This is an optimization exercise on Yosys and OpenROAD, whose aim is small area, a short achievable clock period and few clock cycles per item, not a production implementation. In this exercise RTL edits were held to simulation tests only and were not proved equivalent to the original. No activity file was given, so power comes from the tool's default toggle rates.

==> flow/design.v <==
module dot4s(input [3:0] a0, input [3:0] b0, input [3:0] a1, input [3:0] b1, output [12:0] p);
    wire pp0_00 = a0[0] & b0[0];
    wire pp0_01 = a0[0] & b0[1];
    wire pp0_02 = a0[0] & b0[2];
    wire pp0_03 = ~a0[0] | ~b0[3];
    wire pp0_10 = a0[1] & b0[0];
    wire pp0_11 = a0[1] & b0[1];
    wire pp0_12 = a0[1] & b0[2];
    wire pp0_13 = ~a0[1] | ~b0[3];
    wire pp0_20 = a0[2] & b0[0];
    wire pp0_21 = a0[2] & b0[1];
    wire pp0_22 = a0[2] & b0[2];
    wire pp0_23 = a0[2] & b0[3];
    wire pp0_23n = ~a0[2] | ~b0[3];
    wire pp0_30 = ~a0[3] | ~b0[0];
    wire pp0_31 = ~a0[3] | ~b0[1];
    wire pp0_32 = ~a0[3] | ~b0[2];
    wire pp0_33 = a0[3] & b0[3];
    wire pp1_00 = a1[0] & b1[0];
    wire pp1_01 = a1[0] & b1[1];
    wire pp1_02 = a1[0] & b1[2];
    wire pp1_03 = ~a1[0] | ~b1[3];
    wire pp1_10 = a1[1] & b1[0];
    wire pp1_11 = a1[1] & b1[1];
    wire pp1_12 = a1[1] & b1[2];
    wire pp1_13 = ~a1[1] | ~b1[3];
    wire pp1_20 = a1[2] & b1[0];
    wire pp1_21 = a1[2] & b1[1];
    wire pp1_22 = a1[2] & b1[2];
    wire pp1_23 = ~a1[2] | ~b1[3];
    wire pp1_30 = ~a1[3] | ~b1[0];
    wire pp1_31 = ~a1[3] | ~b1[1];
    wire pp1_32 = ~a1[3] | ~b1[2];
    wire pp1_33 = a1[3] & b1[3];
    wire s1 = pp0_00 ^ pp1_00;
    wire c2 = pp0_00 & pp1_00;
    wire s3 = pp0_01 ^ pp0_10 ^ pp1_01;
    wire c4 = (pp0_01 & pp0_10) | (pp0_01 & pp1_01) | (pp0_10 & pp1_01);
    wire s5 = pp1_10 ^ c2 ^ s3;
    wire c6 = (pp1_10 & c2) | (pp1_10 & s3) | (c2 & s3);
    wire s7 = pp0_02 ^ pp0_11 ^ pp0_20;
    wire c8 = (pp0_02 & pp0_11) | (pp0_02 & pp0_20) | (pp0_11 & pp0_20);
    wire s9 = pp1_02 ^ pp1_11 ^ pp1_20;
    wire c10 = (pp1_02 & pp1_11) | (pp1_02 & pp1_20) | (pp1_11 & pp1_20);
    wire s11 = c4 ^ s7 ^ s9;
    wire c12 = (c4 & s7) | (c4 & s9) | (s7 & s9);
    wire s13 = c6 ^ s11;
    wire c14 = c6 & s11;
    wire s15 = pp0_03 ^ pp0_12 ^ pp0_21;
    wire c16 = (pp0_03 & pp0_12) | (pp0_03 & pp0_21) | (pp0_12 & pp0_21);
    wire s17 = pp0_30 ^ pp1_03 ^ pp1_12;
    wire c18 = (pp0_30 & pp1_03) | (pp0_30 & pp1_12) | (pp1_03 & pp1_12);
    wire s19 = pp1_21 ^ pp1_30 ^ c10;
    wire c20 = (pp1_21 & pp1_30) | (pp1_21 & c10) | (pp1_30 & c10);
    wire s21 = c8 ^ s15 ^ s17;
    wire c22 = (c8 & s15) | (c8 & s17) | (s15 & s17);
    wire s23 = c12 ^ s19 ^ s21;
    wire c24 = (c12 & s19) | (c12 & s21) | (s19 & s21);
    wire s25 = c14 ^ s23;
    wire c26 = c14 & s23;
    wire s27 = pp0_13 ^ pp0_22 ^ pp0_31;
    wire c28 = (pp0_13 & pp0_22) | (pp0_13 & pp0_31) | (pp0_22 & pp0_31);
    wire s29 = pp1_13 ^ pp1_22 ^ pp1_31;
    wire c30 = (pp1_13 & pp1_22) | (pp1_13 & pp1_31) | (pp1_22 & pp1_31);
    wire s31 = c16 ^ c18 ^ s27;
    wire c32 = (c16 & c18) | (c16 & s27) | (c18 & s27);
    wire s33 = s29 ^ c20 ^ c22;
    wire c34 = (s29 & c20) | (s29 & c22) | (c20 & c22);
    wire s35 = s31 ^ c24 ^ s33;
    wire c36 = (s31 & c24) | (s31 & s33) | (c24 & s33);
    wire s37 = c26 ^ s35;
    wire c38 = c26 & s35;
    wire s39 = pp0_23 ^ pp0_32 ^ pp1_23;
    wire c40 = (pp0_23 & pp0_32) | (pp0_23 & pp1_23) | (pp0_32 & pp1_23);
    wire s41 = pp1_32 ^ c28 ^ c30;
    wire c42 = (pp1_32 & c28) | (pp1_32 & c30) | (c28 & c30);
    wire s43 = s39 ^ c32 ^ s41;
    wire c44 = (s39 & c32) | (s39 & s41) | (c32 & s41);
    wire s45 = c34 ^ s43 ^ c36;
    wire c46 = (c34 & s43) | (c34 & c36) | (s43 & c36);
    wire s47 = c38 ^ s45;
    wire c48 = c38 & s45;
    wire s49 = pp0_23n ^ pp0_33 ^ pp1_33;
    wire c50 = (pp0_23n & pp0_33) | (pp0_23n & pp1_33) | (pp0_33 & pp1_33);
    wire s51 = c40 ^ s49 ^ c42;
    wire c52 = (c40 & s49) | (c40 & c42) | (s49 & c42);
    wire s53 = c44 ^ s51;
    wire c54 = c44 & s51;
    wire s55 = c50 ^ c52;
    wire c56 = c50 & c52;
    assign p = {s53, 1'b0, s55, c48, c56, c54, c46, s47, s37, s25, s13, s5, s1};
endmodule
module dotfin(input [12:0] p, output [8:0] y);
    wire [2:0] hi = p[8:6] + p[11:9] + p[12];
    assign y = {~hi[2], hi[1:0], p[5:0]};
endmodule
module axis_matmul2x2 #(parameter W = 13) (
    input                       clk             ,
    input                       rst             ,
    input                       s_axis_tvalid   ,
    input     [31 : 0]          s_axis_tdata    ,
    input                       s_axis_tlast    ,
    output                      s_axis_tready   ,
    output                      m_axis_tvalid   ,
    output    [31 : 0]          m_axis_tdata    ,
    output                      m_axis_tlast    ,
    input                       m_axis_tready
);
    wire [3:0] ia0 = s_axis_tdata[3:0];
    wire [3:0] ia1 = s_axis_tdata[11:8];
    wire [3:0] ib0 = s_axis_tdata[19:16];
    wire [3:0] ib1 = s_axis_tdata[27:24];
    reg       hv;
    reg [3:0] h_a0, h_a1, h_b00, h_b01;
    reg       mv, mrow;
    reg [3:0] ma0, ma1;
    reg [3:0] mb00, mb01, mb10, mb11;
    reg       ov;
    reg [W-1:0] oc0, oc1;    
    wire out_free  = !ov || m_axis_tready;
    wire do_comp   = mv && out_free;
    wire comp_last = do_comp && !mrow;
    reg rdy_x, rdy_y;
    assign s_axis_tready = rdy_x || (rdy_y && m_axis_tready);
    wire s_fire = s_axis_tvalid && s_axis_tready;
    wire [W-1:0] dot0, dot1;
    dot4s u_d0(.a0(ma0), .b0(mb00), .a1(ma1), .b1(mb10), .p(dot0));
    dot4s u_d1(.a0(ma0), .b0(mb01), .a1(ma1), .b1(mb11), .p(dot1));
    wire [8:0] c0, c1;
    dotfin u_f0(.p(oc0), .y(c0));
    dotfin u_f1(.p(oc1), .y(c1));
    wire hv_n   = s_fire ? !hv : hv;
    wire mv_n   = (s_fire && hv) ? 1'b1 : comp_last ? 1'b0 : mv;
    wire mrow_n = (s_fire && hv) ? 1'b1 : do_comp ? 1'b0 : mrow;
    wire ov_n   = do_comp ? 1'b1 : m_axis_tready ? 1'b0 : ov;
    always @(posedge clk) begin
        if (rst) begin
            hv <= 1'b0;
            mv <= 1'b0;
            mrow <= 1'b0;
            ov <= 1'b0;
            rdy_x <= 1'b1;
            rdy_y <= 1'b1;
        end else begin
            hv <= hv_n;
            mv <= mv_n;
            mrow <= mrow_n;
            ov <= ov_n;
            rdy_x <= hv_n ? (!mv_n || (!mrow_n && !ov_n)) : (!mv_n || !mrow_n || !ov_n);
            rdy_y <= !hv_n || !mrow_n;
        end
    end
    always @(posedge clk) begin
        if (s_fire)
            h_a0 <= ia0;
        if (s_fire && !hv) begin
            h_a1  <= ia1;
            h_b00 <= ib0;
            h_b01 <= ib1;
        end else if (s_fire && hv) begin
            h_a1  <= h_a0;
        end
        if (s_fire && hv) begin
            ma0  <= h_a1;
            ma1  <= ia1;
            mb00 <= h_b00;
            mb01 <= h_b01;
            mb10 <= ib0;
            mb11 <= ib1;
        end else if (do_comp && mrow) begin
            ma0 <= h_a1;
            ma1 <= h_a0;
        end
        if (do_comp) begin
            oc0 <= dot0;
            oc1 <= dot1;
        end
    end
    assign m_axis_tvalid = ov;
    assign m_axis_tlast  = ov;
    assign m_axis_tdata  = {{7{c1[8]}}, c1, {7{c0[8]}}, c0};
endmodule
export LEC_CHECK = 0
export CAP_MARGIN = 20
export CORE_MARGIN = 2
export CORE_UTILIZATION = 40
export GPL_ROUTABILITY_DRIVEN = 0
export PLACE_DENSITY = 0.6
export SETUP_SLACK_MARGIN = 4.1
export SLEW_MARGIN = 20
create_clock -name core_clock -period 7.5 [get_ports {clk}]
standard.sh (not shown) runs the stock make flow with config.mk's settings and CLKGATE_MAP_FILE= SYNTH_SCRIPT=/design/flow/synth_recipe.tcl, a recipe that flattens the netlist after the stock synthesis.
==> flow/flow/run.sh <==
#!/bin/bash
# Standard ORFS layout, with these changes:
#  - synthesis runs Yosys's synth without its internal ABC pass (SYNTH_ARGS=-noabc),
#    so the full-adder extraction sees the RTL's adder structure directly;
#    the final ABC mapping still runs as usual;
#  - every input and output port still gets its own buffer, but a buf_1
#    instead of the slow delay buffer buffer_ports picks by default;
#  - clock tree synthesis without dummy loads.
set -euo pipefail
bash standard.sh SYNTH_ARGS=-noabc \
  "BUFFER_PORTS_ARGS=-buffer_cell sky130_fd_sc_hd__buf_1" \
  "CTS_ARGS=-sink_clustering_enable -repair_clock_nets -dont_use_dummy_load" \
  finish > make_finish.log 2>&1
Testbench counts at the start, summed over its fixed seeds: cycles 792, items 384.
Next try:
==> flow/flow/run.sh (replaced) <==
#!/bin/bash
# Standard ORFS layout, with two changes:
#  - synthesis runs Yosys's synth without its internal ABC pass (SYNTH_ARGS=-noabc),
#    so the full-adder extraction sees the RTL's adder structure directly;
#    the final ABC mapping still runs as usual;
#  - every input and output port still gets its own buffer, but a buf_1
#    instead of the slow delay buffer buffer_ports picks by default.
set -euo pipefail
bash standard.sh SYNTH_ARGS=-noabc \
  "BUFFER_PORTS_ARGS=-buffer_cell sky130_fd_sc_hd__buf_1" \
  finish > make_finish.log 2>&1
GPL_ROUTABILITY_DRIVEN = unset   (was 0)
SETUP_SLACK_MARGIN = 4.0   (was 4.1)
The new run ran to the end with no violations; global-route usage went up by 0.31 points; final area went up by 3.3%; sequential share of layout area went down by 1.5 points; clock power went up by 70%; power went up by 18%; critical path depth went up by 3; die area stays the same; via count went up by 2.3%; routed wire length went up by 7.2%; area after synthesis is unchanged; count of clock-buffer cells in the layout stays the same.
Next try:
==> flow/flow/run.sh (replaced) <==
#!/bin/bash
# Standard ORFS layout, with these changes:
#  - synthesis runs Yosys's synth without its internal ABC pass (SYNTH_ARGS=-noabc),
#    so the full-adder extraction sees the RTL's adder structure directly;
#    the final ABC mapping still runs as usual;
#  - every input and output port still gets its own buffer, but a buf_1
#    instead of the slow delay buffer buffer_ports picks by default;
#  - clock tree synthesis without dummy loads.
set -euo pipefail
bash standard.sh SYNTH_ARGS=-noabc \
  "BUFFER_PORTS_ARGS=-buffer_cell sky130_fd_sc_hd__buf_1" \
  "CTS_ARGS=-sink_clustering_enable -repair_clock_nets -dont_use_dummy_load" \
  finish > make_finish.log 2>&1
PLACE_DENSITY = 0.5   (was 0.6)
SETUP_SLACK_MARGIN = 4.1   (was 4.0)
Effect:
- routed wire length went up by 0.32%
- worst setup slack loses 0.021 ns
- cell count went down by 2.7%
- design area went down by about 3%
- sequential power is about the same
- sequential share of layout area went up by 1.4 points
- synthesized cell count does not change
Next try:
PLACE_DENSITY = 0.6   (was 0.5)
SETUP_SLACK_MARGIN = 4.0   (was 4.1)
=> Final cell count went up by 2.3%; via count rose by 0.71%; clock-buffer cell count does not change; maximum frequency came out higher by 0.83%; design area rose by 1.5%; routed wire length shrinks by 5.5%.
Next try:
SETUP_SLACK_MARGIN = 4.1   (was 4.0)
Result:
- core utilization came out lower by 0.77 points
- fmax increases slightly
- cell area decreases slightly
- clock power barely changes
- sequential power barely changes
- area after synthesis does not change
- setup slack improves by 0.049 ns
- routed wire length is lower slightly
- first-iteration DRC count grows by a little under a tenth
- final cell count fell slightly
- synthesized cell count stays the same
Next try:
ABC_AREA = 1   (was unset)
Effect: Power is lower by a few percent; cell count is higher by about a fifth; via count is higher by about a fifth; count of clock-buffer cells in the layout does not change; clock skew barely changes; die area is higher by a few percent; global-route usage is lower by 0.54 points.

-- static timing again, ports no longer ideal --
Ports are ideal in the flow. The routed layouts listed here were re-timed in OpenROAD. Step 1 (the two cells are an assumption about what drives the block):
set clk [get_ports {clk}]
set_driving_cell -lib_cell sky130_fd_sc_hd__clkbuf_16 $clk
set_driving_cell -lib_cell sky130_fd_sc_hd__buf_2 [delete_from_list [all_inputs] $clk]
Step 2 also shifts input and output timing later by t, the mid clock arrival at the registers, as if the neighbouring blocks saw the same clock. Three values: no drivers, after step 1, after step 2; two values: the first two.
| run | t (ns) | setup slack, ns | latest minus earliest clock arrival (ns) | worst data-port slew with drivers (ns) |
|---|---|---|---|---|
| the first run | 0.363 | 4.059 / 4.031 / 4.070 | 0.025 / 0.025 | 0.04 |
| the second run | 0.385 | 4.002 / 3.973 / 4.002 | 0.016 / 0.017 | 0.04 |
| the third run | 0.357 | 3.981 / 3.981 / 3.981 | 0.023 / 0.023 | 0.04 |
| the fourth run | 0.368 | 4.010 / 3.989 / 4.010 | 0.033 / 0.033 | 0.04 |
| the fifth run | 0.363 | 4.059 / 4.031 / 4.070 | 0.025 / 0.025 | 0.04 |
| the sixth run | 0.359 | 4.032 / 4.000 / 4.037 | 0.025 / 0.025 | 0.04 |
After both steps setup and hold are still met in every run listed.
